From an optimization exercise on the open Yosys and OpenROAD flow, aimed at small area, a short achievable clock period and few clock cycles; shortcuts taken in it are not production practice. The flow treats the clock pin as an ideal source. Dropping or thinning the clock tree relies on that and would not hold on a real chip. No activity file was given, so power comes from the tool's default toggle rates.

run D:
Design axi4_lite_slave_wrapper, start of the top module:
module axi4_lite_slave_wrapper #(
  parameter int ADDR_WIDTH = 32,
  parameter int DATA_WIDTH = 32
)(
  input  logic                      aclk,
  input  logic                      aresetn,
  input  logic [ADDR_WIDTH-1:0]     s_axi_awaddr,
  input  logic [2:0]                s_axi_awprot,
  input  logic                      s_axi_awvalid,
  output logic                      s_axi_awready,
  input  logic [DATA_WIDTH-1:0]     s_axi_wdata,
  input  logic [DATA_WIDTH/8-1:0]   s_axi_wstrb,
  input  logic                      s_axi_wvalid,
  output logic                      s_axi_wready,
  output logic [1:0]                s_axi_bresp,
  output logic                      s_axi_bvalid,
  input  logic                      s_axi_bready,
  input  logic [ADDR_WIDTH-1:0]     s_axi_araddr,
  input  logic [2:0]                s_axi_arprot,
  input  logic                      s_axi_arvalid,
  output logic                      s_axi_arready,
  output logic [DATA_WIDTH-1:0]     s_axi_rdata,
  output logic [1:0]                s_axi_rresp,
  output logic                      s_axi_rvalid,
  input  logic                      s_axi_rready
);
Size: roughly 550 cells after synthesis, ~150 I/O pins, roughly 0.0078 mm^2 of cells after synthesis.
export LEC_CHECK = 0
export CAP_MARGIN = 20
export CORE_MARGIN = 2
export CORE_UTILIZATION = 40
export SETUP_SLACK_MARGIN = 1.5
export SLEW_MARGIN = 20
create_clock -name core_clock -period 3.0 [get_ports {aclk}]
standard.sh (not shown) runs the stock make flow with config.mk's settings and CLKGATE_MAP_FILE= SYNTH_SCRIPT=/design/flow/synth_recipe.tcl, a recipe that flattens the netlist after the stock synthesis.
==> flow/flow/run.sh <==
#!/bin/bash
# Standard ORFS layout, with buf_1 port buffers and resizing not tied to cell footprints.
set -euo pipefail
cd "$(dirname "$0")/.."
bash standard.sh \
  "BUFFER_PORTS_ARGS=-buffer_cell sky130_fd_sc_hd__buf_1" \
  MATCH_CELL_FOOTPRINT=0 \
  finish > flow_orfs.log 2>&1
Run D completed; timing, DRC and antenna clean
### run D -> run B
- SETUP_SLACK_MARGIN removed (was 1.5)
==> summary.txt <==
- Between run B and run D, the total internal power is higher for run D.
- Setup slack after placement: run B < run D
- Run B reports a lower switching share of total power than run D does.
- Cmp run B vs run D: clock-buffer cell count lower in run B
Function was not checked in any run of this note: the RTL went through the layout flow alone.

---

## v47
Another version of the RTL of axi4_lite_slave_wrapper (not shown whole).
For scale: roughly 620 cells after synthesis, ~210 flip-flops, ~150 I/O pins, about 8200 µm² of cells after synthesis.
export LEC_CHECK = 0
export CAP_MARGIN = 20
export CORE_MARGIN = 2
export CORE_UTILIZATION = 40
export SETUP_SLACK_MARGIN = 1.5
export SLEW_MARGIN = 20
export TNS_END_PERCENT = 0
create_clock -name core_clock -period 3.0 [get_ports {aclk}]
==> flow/flow/run.sh <==
#!/bin/bash
# Standard ORFS layout, with buf_1 port buffers, resizing not tied to cell
# footprints, a hand-built two-level clock tree (flow/cts_pre.tcl) and
# stronger drives on high-fanout logic (flow/cts_post.tcl).
set -euo pipefail
cd "$(dirname "$0")/.."
export FLOW_CTS_LEAVES=16
export FLOW_CTS_LEAF=sky130_fd_sc_hd__clkbuf_8
export FLOW_CTS_ROOT=sky130_fd_sc_hd__clkbuf_16
bash standard.sh \
  "BUFFER_PORTS_ARGS=-buffer_cell sky130_fd_sc_hd__buf_1" \
  MATCH_CELL_FOOTPRINT=0 \
  "PRE_CTS_TCL=$(pwd)/flow/cts_pre.tcl" \
  "POST_CTS_TCL=$(pwd)/flow/cts_post.tcl" \
  finish > flow_orfs.log 2>&1
==> flow/flow/cts_post.tcl <==
# Sourced by ORFS's cts.tcl (POST_CTS_TCL) after its timing repair: gives a
# stronger drive to single-drive logic cells that fan out to four or more
# pins (the wide enables and selects), then legalises the placement again.
set my_n 0
foreach inst [get_cells *] {
  set m [get_property $inst ref_name]
  if {![regexp {^sky130_fd_sc_hd__(nand|nor|and|or|a2|a3|o2|o3|inv|buf|mux2)[a-z0-9_]*_1$} $m]} continue
  set out [get_pins -of_objects $inst -filter "direction==output"]
  set fo [llength [get_pins -of_objects [get_nets -of_objects $out] -filter "direction==input"]]
  if {$fo < 4} continue
  regsub {_1$} $m {_2} m2
  set lc [get_lib_cells -quiet */$m2]
  if {[llength $lc]} { replace_cell $inst $lc; incr my_n }
}
puts "cts_post.tcl: upsized $my_n cells"
detailed_placement
estimate_parasitics -placement
Other scripts of this flow, unchanged in this note and not shown: flow/flow/clock_tree.tcl, flow/flow/cts_pre.tcl
v47 | stages: all done | timing, DRC, antenna: all pass
Here is what was changed in the inputs of v17 compared with v47.
# v47
export LEC_CHECK = 0
export CAP_MARGIN = 20
export CORE_MARGIN = 2
export CORE_UTILIZATION = 40
export SETUP_SLACK_MARGIN = 1.5
export SLEW_MARGIN = 20
export TNS_END_PERCENT = 0
create_clock -name core_clock -period 3.0 [get_ports {aclk}]
# v17
export LEC_CHECK = 0
export CAP_MARGIN = 20
export CORE_MARGIN = 2
export CORE_UTILIZATION = 40
export SETUP_SLACK_MARGIN = 1.5
export SLEW_MARGIN = 20
export TNS_END_PERCENT = 100
create_clock -name core_clock -period 3.0 [get_ports {aclk}]
==> flow/flow/run.sh <==
#!/bin/bash
# Standard ORFS layout, with buf_1 port buffers, resizing not tied to cell
# footprints, and a hand-built two-level clock tree (flow/cts_pre.tcl).
set -euo pipefail
cd "$(dirname "$0")/.."
export FLOW_CTS_LEAVES=16
export FLOW_CTS_LEAF=sky130_fd_sc_hd__clkbuf_8
export FLOW_CTS_ROOT=sky130_fd_sc_hd__clkbuf_16
bash standard.sh \
  "BUFFER_PORTS_ARGS=-buffer_cell sky130_fd_sc_hd__buf_1" \
  MATCH_CELL_FOOTPRINT=0 \
  "PRE_CTS_TCL=$(pwd)/flow/cts_pre.tcl" \
  finish > flow_orfs.log 2>&1
removed: flow/flow/cts_post.tcl
Notes after the runs:
- Number of vias in the routed layout: v47 vs v17 — no meaningful difference
- v17 vs. v47: number of inserted diodes went down by 3.
- The sequential power on v17 is in line with that on v47.
#### Input delta (v29 over v17)
# v17
export LEC_CHECK = 0
export CAP_MARGIN = 20
export CORE_MARGIN = 2
export CORE_UTILIZATION = 40
export SETUP_SLACK_MARGIN = 1.5
export SLEW_MARGIN = 20
export TNS_END_PERCENT = 100
create_clock -name core_clock -period 3.0 [get_ports {aclk}]
# v29
export LEC_CHECK = 0
export CAP_MARGIN = 20
export CORE_MARGIN = 2
export CORE_UTILIZATION = 40
export SETUP_SLACK_MARGIN = 1.6
export SLEW_MARGIN = 20
export TNS_END_PERCENT = 100
create_clock -name core_clock -period 3.0 [get_ports {aclk}]
Notes after the runs:
- v17 → v29: wire length of the first global-routing pass now sits higher; overall global routing resource usage climbed 0.62 points; worst hold slack now sits at about the same level; met3 routed wirelength now smaller; leakage power of the design rose by 13%.
- Going from v17 to v29, slew at the pin closest to its max-slew limit went up 17 ps, number of non-clock inverters went up by 1.
What v25 does differently from v29 at the input level:
# v29
export LEC_CHECK = 0
export CAP_MARGIN = 20
export CORE_MARGIN = 2
export CORE_UTILIZATION = 40
export SETUP_SLACK_MARGIN = 1.6
export SLEW_MARGIN = 20
export TNS_END_PERCENT = 100
create_clock -name core_clock -period 3.0 [get_ports {aclk}]
# v25
export LEC_CHECK = 0
export CAP_MARGIN = 20
export CORE_MARGIN = 2
export CORE_UTILIZATION = 40
export SETUP_SLACK_MARGIN = 1.5
export SLEW_MARGIN = 20
export TNS_END_PERCENT = 0
create_clock -name core_clock -period 3.0 [get_ports {aclk}]
Cmp v29 and v25 / initial antenna violation count / higher: v25
Delta(global routing met1 resource utilization, v25 - v29) < 0
Of v29 and v25, v25 shows the lower final design instance area without fill, with v29 above it.
Total power per unit cell area was higher in the run labelled v25.
In v25 relative to v29, power had gone down by more than 10%.
Diff v29 -> v25: switching portion of total power held steady, number of search-and-repair iterations in the first detailed-routing pass grew by 3.
What v51 does differently from v25 at the input level:
# v25
export LEC_CHECK = 0
export CAP_MARGIN = 20
export CORE_MARGIN = 2
export CORE_UTILIZATION = 40
export SETUP_SLACK_MARGIN = 1.5
export SLEW_MARGIN = 20
export TNS_END_PERCENT = 0
create_clock -name core_clock -period 3.0 [get_ports {aclk}]
# v51
export LEC_CHECK = 0
export CAP_MARGIN = 20
export CORE_MARGIN = 2
export CORE_UTILIZATION = 40
export SETUP_SLACK_MARGIN = 1.4
export SLEW_MARGIN = 20
export TNS_END_PERCENT = 0
create_clock -name core_clock -period 3.0 [get_ports {aclk}]
diff --git a/flow/flow/run.sh b/flow/flow/run.sh
--- a/flow/flow/run.sh
+++ b/flow/flow/run.sh
@@ -2,3 +2,4 @@
 # Standard ORFS layout, with buf_1 port buffers, resizing not tied to cell
-# footprints, and a hand-built two-level clock tree (flow/cts_pre.tcl).
+# footprints, a hand-built two-level clock tree (flow/cts_pre.tcl) and
+# stronger drives on high-fanout logic (flow/cts_post.tcl).
 set -euo pipefail
@@ -12,2 +13,3 @@
   "PRE_CTS_TCL=$(pwd)/flow/cts_pre.tcl" \
+  "POST_CTS_TCL=$(pwd)/flow/cts_post.tcl" \
   finish > flow_orfs.log 2>&1
==> flow/flow/cts_post.tcl (new file) <==
# Sourced by ORFS's cts.tcl (POST_CTS_TCL) after its timing repair: gives a
# stronger drive to single-drive logic cells that fan out to four or more
# pins (the wide enables and selects), then legalises the placement again.
set my_n 0
foreach inst [get_cells *] {
  set m [get_property $inst ref_name]
  if {![regexp {^sky130_fd_sc_hd__(nand|nor|and|or|a2|a3|o2|o3|inv|buf|mux2)[a-z0-9_]*_1$} $m]} continue
  set out [get_pins -of_objects $inst -filter "direction==output"]
  set fo [llength [get_pins -of_objects [get_nets -of_objects $out] -filter "direction==input"]]
  if {$fo < 4} continue
  regsub {_1$} $m {_2} m2
  set lc [get_lib_cells -quiet */$m2]
  if {[llength $lc]} { replace_cell $inst $lc; incr my_n }
}
puts "cts_post.tcl: upsized $my_n cells"
detailed_placement
estimate_parasitics -placement
## What came out
- Status: power parity (v51, v25)
- Comparing v25 with v51, the internal power summed over all cells came out essentially unchanged.
- [compare] base=v25 new=v51: final sum of negative setup slack did not really move, utilization after layout went up.
- Synthesis-to-finish area growth in v51 is 1.2 points higher than in v25
- In v51 relative to v25, design area had gone up slightly.
- Between v51 and v25, the difference in count of placed standard cells in the final layout, fillers left out is negligible.
- v51 against v25: wire length of the first global-routing pass essentially unchanged; met1 wire length decreased about 3%.
- Comparing v51 against v25, there is no change at all in count of multi-input combinational gates.
- The higher final worst slack of v51 and v25 is in v25.
No functional check of the RTL was part of any run of this note. In every run of this note, the design's own scripts or RTL, not TritonCTS, make the clock network.

---

yarrow:
axi4_lite_slave_wrapper, a different RTL version from the one above (not shown whole).
For scale: roughly 200 flip-flops.
==> flow/config.mk <==
export PLATFORM = sky130hd
export DESIGN_NAME = axi4_lite_slave_wrapper
export DESIGN_NICKNAME = axi4_lite_slave_wrapper
export VERILOG_FILES = /design/flow/design.v
export SDC_FILE = /design/flow/constraint.sdc
export NUM_CORES = 4
export LEC_CHECK = 0
export CAP_MARGIN = 20
export CORE_MARGIN = 2
export CORE_UTILIZATION = 40
export SETUP_SLACK_MARGIN = 1.55
export SLEW_MARGIN = 20
export SYNTH_HIERARCHICAL = 1
export TNS_END_PERCENT = 0
==> flow/constraint.sdc <==
create_clock -name core_clock -period 3.0 [get_ports {aclk}]
set_input_delay 0.6000 -clock core_clock [delete_from_list [all_inputs] [get_ports {aclk}]]
set_output_delay 0.6000 -clock core_clock [all_outputs]
set_load 0.01 [all_outputs]
==> flow/flow/run.sh <==
#!/bin/bash
# Standard ORFS layout, with buf_1 port buffers, resizing not tied to cell
# footprints, a hand-built clock tree (port -> 4 -> 16 buffers) (flow/cts_pre.tcl) and
# buf_2 output-port buffers (flow/cts_post.tcl).
set -euo pipefail
cd "$(dirname "$0")/.."
export FLOW_CTS_LEAVES=16
export FLOW_CTS_LEAF=sky130_fd_sc_hd__clkbuf_8
export FLOW_CTS_MIDS=4
export FLOW_CTS_MID=sky130_fd_sc_hd__clkbuf_8
bash standard.sh \
  "BUFFER_PORTS_ARGS=-buffer_cell sky130_fd_sc_hd__buf_1" \
  MATCH_CELL_FOOTPRINT=0 \
  "PRE_CTS_TCL=$(pwd)/flow/cts_pre.tcl" \
  "POST_CTS_TCL=$(pwd)/flow/cts_post.tcl" \
  finish > flow_orfs.log 2>&1
==> flow/flow/cts_post.tcl <==
# Sourced by ORFS's cts.tcl (POST_CTS_TCL) after its timing repair: the
# buffers that drive the output ports get a buf_2 in place of a buf_1, then
# the placement is legalised again.
set my_n 0
foreach p [all_outputs] {
  foreach drv [get_pins -quiet -of_objects [get_nets [get_name $p]] -filter "direction==output"] {
    set inst [get_cells -of_objects $drv]
    if {[get_property $inst ref_name] eq "sky130_fd_sc_hd__buf_1"} {
      replace_cell $inst [get_lib_cells */sky130_fd_sc_hd__buf_2]
      incr my_n
    }
  }
}
puts "cts_post.tcl: upsized $my_n output buffers"
detailed_placement
estimate_parasitics -placement
Other scripts of this flow, unchanged in this note and not shown: flow/flow/clock_tree.tcl, flow/flow/cts_pre.tcl
yarrow | status: complete | timing, DRC, antenna: pass
Input changes introduced in cedar (baseline for comparison: yarrow):
diff --git a/flow/flow/run.sh b/flow/flow/run.sh
--- a/flow/flow/run.sh
+++ b/flow/flow/run.sh
@@ -14,3 +14,2 @@
   "PRE_CTS_TCL=$(pwd)/flow/cts_pre.tcl" \
-  "POST_CTS_TCL=$(pwd)/flow/cts_post.tcl" \
   finish > flow_orfs.log 2>&1
removed: flow/flow/cts_post.tcl
--- outcome ---
- cedar vs. yarrow: routed via count closely matched the old numbers; fmax decreased by 0.46% relative to the old numbers; shortest clock period the worst path allows after layout increased by 0.0075 ns relative to the old numbers; power per standard cell area closely matched the old numbers.
- Between yarrow and cedar, the difference in sequential-cell power consumption is negligible.
- Relative to yarrow, the maximum ir drop on the vdd rail measured on cedar has increased slightly.
- Relative to yarrow, post-layout utilization of the core decreased by 0.24 points in cedar.
- There was hardly any difference in aggregate routed wire length between cedar and yarrow.
- Compared yarrow against cedar; worst hold slack within noise.
- cedar against yarrow: met3 layer wire length in the routed design saw an increase, leakage component of the power went down about 2%.
Function was not checked in any run of this note: the RTL went through the layout flow alone. No run of this note takes its clock network from TritonCTS; it comes from the design's own scripts or RTL.

---

axi4_lite_slave_wrapper, a different RTL version from the one above (not shown whole).
Size in the first run: about 650 cells after synthesis, ~200 flip-flops, about 8400 µm² of cells after synthesis.
clock: 3.0 ns
lec_check: 0
cap_margin: 20
core_margin: 2
core_utilization: 40
setup_slack_margin: 1.45
slew_margin: 20
synth_hierarchical: 1
tns_end_percent: 0
==> flow/flow/run.sh <==
#!/bin/bash
# Standard ORFS layout, with buf_1 port buffers, resizing not tied to cell
# footprints, a hand-built clock tree (port -> 4 -> 16 buffers) (flow/cts_pre.tcl) and
# stronger drives on high-fanout logic (flow/cts_post.tcl).
set -euo pipefail
cd "$(dirname "$0")/.."
export FLOW_CTS_LEAVES=16
export FLOW_CTS_LEAF=sky130_fd_sc_hd__clkbuf_8
export FLOW_CTS_MIDS=4
export FLOW_CTS_MID=sky130_fd_sc_hd__clkbuf_8
bash standard.sh \
  "BUFFER_PORTS_ARGS=-buffer_cell sky130_fd_sc_hd__buf_1" \
  MATCH_CELL_FOOTPRINT=0 \
  "PRE_CTS_TCL=$(pwd)/flow/cts_pre.tcl" \
  "POST_CTS_TCL=$(pwd)/flow/cts_post.tcl" \
  finish > flow_orfs.log 2>&1
==> flow/flow/cts_post.tcl <==
# Sourced by ORFS's cts.tcl (POST_CTS_TCL) after its timing repair: gives a
# stronger drive to single-drive logic cells that fan out to four or more
# pins (the wide enables and selects) and to buffers that fan out to six or
# more, then legalises the placement again.
set my_n 0
foreach inst [get_cells *] {
  set m [get_property $inst ref_name]
  if {![regexp {^sky130_fd_sc_hd__(nand|nor|and|or|a2|a3|o2|o3|inv|buf|mux2)[a-z0-9_]*_1$} $m]} continue
  set out [get_pins -of_objects $inst -filter "direction==output"]
  set fo [llength [get_pins -of_objects [get_nets -of_objects $out] -filter "direction==input"]]
  if {$fo < 4} continue
  regsub {_1$} $m {_2} m2
  set lc [get_lib_cells -quiet */$m2]
  if {[llength $lc]} { replace_cell $inst $lc; incr my_n }
}
# buffers that fan out to six or more pins (port buffers and the buffers
# placement added after them) get a buf_8
foreach inst [get_cells *] {
  set m [get_property $inst ref_name]
  if {![regexp {^sky130_fd_sc_hd__(buf|clkbuf)_[124]$} $m]} continue
  if {[string match cts_* [get_full_name $inst]]} continue
  set out [get_pins -of_objects $inst -filter "direction==output"]
  set fo [llength [get_pins -of_objects [get_nets -of_objects $out] -filter "direction==input"]]
  if {$fo < 6} continue
  set lc [get_lib_cells -quiet */sky130_fd_sc_hd__buf_8]
  if {[llength $lc]} { replace_cell $inst $lc; incr my_n }
}
puts "cts_post.tcl: upsized $my_n cells"
detailed_placement
estimate_parasitics -placement
Other scripts of this flow, unchanged in this note and not shown: flow/flow/clock_tree.tcl, flow/flow/cts_pre.tcl
The first run produced a clean layout.
Edit:
--- a/flow/flow/run.sh
+++ b/flow/flow/run.sh
@@ -3,2 +3 @@
-# footprints, a hand-built clock tree (port -> 4 -> 16 buffers) (flow/cts_pre.tcl) and
-# stronger drives on high-fanout logic (flow/cts_post.tcl).
+# footprints and a hand-built clock tree (port -> 4 -> 16 buffers, flow/cts_pre.tcl).
@@ -15 +13,0 @@
-  "POST_CTS_TCL=$(pwd)/flow/cts_post.tcl" \
Settings changed: SETUP_SLACK_MARGIN 1.45 to 1.5.
removed: flow/flow/cts_post.tcl
Result: The changed run passed the timing, design-rule and antenna checks. Power is about the same. Clock skew hardly moves. Design area is lower by 1.1%. Global-route usage climbs by 0.42 points. Cell count stays the same. Setup slack gets better by 0.028 ns.
Function was not checked in any run of this note: the RTL went through the layout flow alone. In every run of this note, the design's own scripts or RTL, not TritonCTS, make the clock network.

==> static timing again, ports no longer ideal <==
The flow's constraints put no driver on any port. The routed layouts listed below were extracted and timed again, unchanged, in two steps.
Step 1 sets driving cells, clkbuf_16 on the clock port and buf_2 on the other inputs (assumed; they add their load-dependent delay and slew).
Step 2 moves the port delays by t, midway between the first and last clock arrival at a register: inputs arrive t later, outputs are due t later. That takes back most of the time a late clock gives input paths.
Three values: no drivers, after step 1, after step 2; two values: the first two.
| run | t, ns | slack for setup (ns) | hold WS [ns] | clock arrival spread, ns | worst slew at a driven data input, ns |
|---|---|---|---|---|---|
| run D | 0.475 | 0.994 / 0.994 / 0.758 | 0.210 / 0.192 / 0.481 | 0.008 / 0.009 | 0.07 |
| run B | 0.469 | 0.525 / 0.525 / 0.513 | 0.152 / 0.136 / 0.478 | 0.005 / 0.005 | 0.07 |
| v47 | 0.438 | 1.448 / 1.406 / 1.033 | 0.201 / 0.185 / 0.470 | 0.060 / 0.061 | 0.07 |
| v17 | 0.435 | 1.428 / 1.424 / 1.016 | 0.329 / 0.306 / 0.479 | 0.026 / 0.026 | 0.07 |
| v29 | 0.464 | 1.448 / 1.398 / 1.079 | 0.326 / 0.302 / 0.460 | 0.033 / 0.033 | 0.07 |
| v25 | 0.437 | 1.442 / 1.406 / 1.026 | 0.200 / 0.183 / 0.470 | 0.060 / 0.060 | 0.08 |
| v51 | 0.435 | 1.415 / 1.407 / 1.060 | 0.204 / 0.189 / 0.468 | 0.060 / 0.060 | 0.08 |
| yarrow | 0.382 | 1.376 / 1.376 / 1.057 | 0.177 / 0.127 / 0.462 | 0.049 / 0.048 | 0.06 |
| cedar | 0.382 | 1.368 / 1.368 / 1.057 | 0.177 / 0.126 / 0.462 | 0.049 / 0.049 | 0.06 |
| the first run of note 4 | 0.377 | 1.391 / 1.391 / 1.126 | 0.127 / 0.101 / 0.463 | 0.039 / 0.038 | 0.08 |
| the second run of note 4 | 0.378 | 1.418 / 1.418 / 1.106 | 0.245 / 0.191 / 0.464 | 0.039 / 0.039 | 0.08 |
After both steps setup and hold are still met in every run listed. The setup slack of v25, which loses most, moves by -0.036 ns with the drivers and by -0.416 ns with both steps.
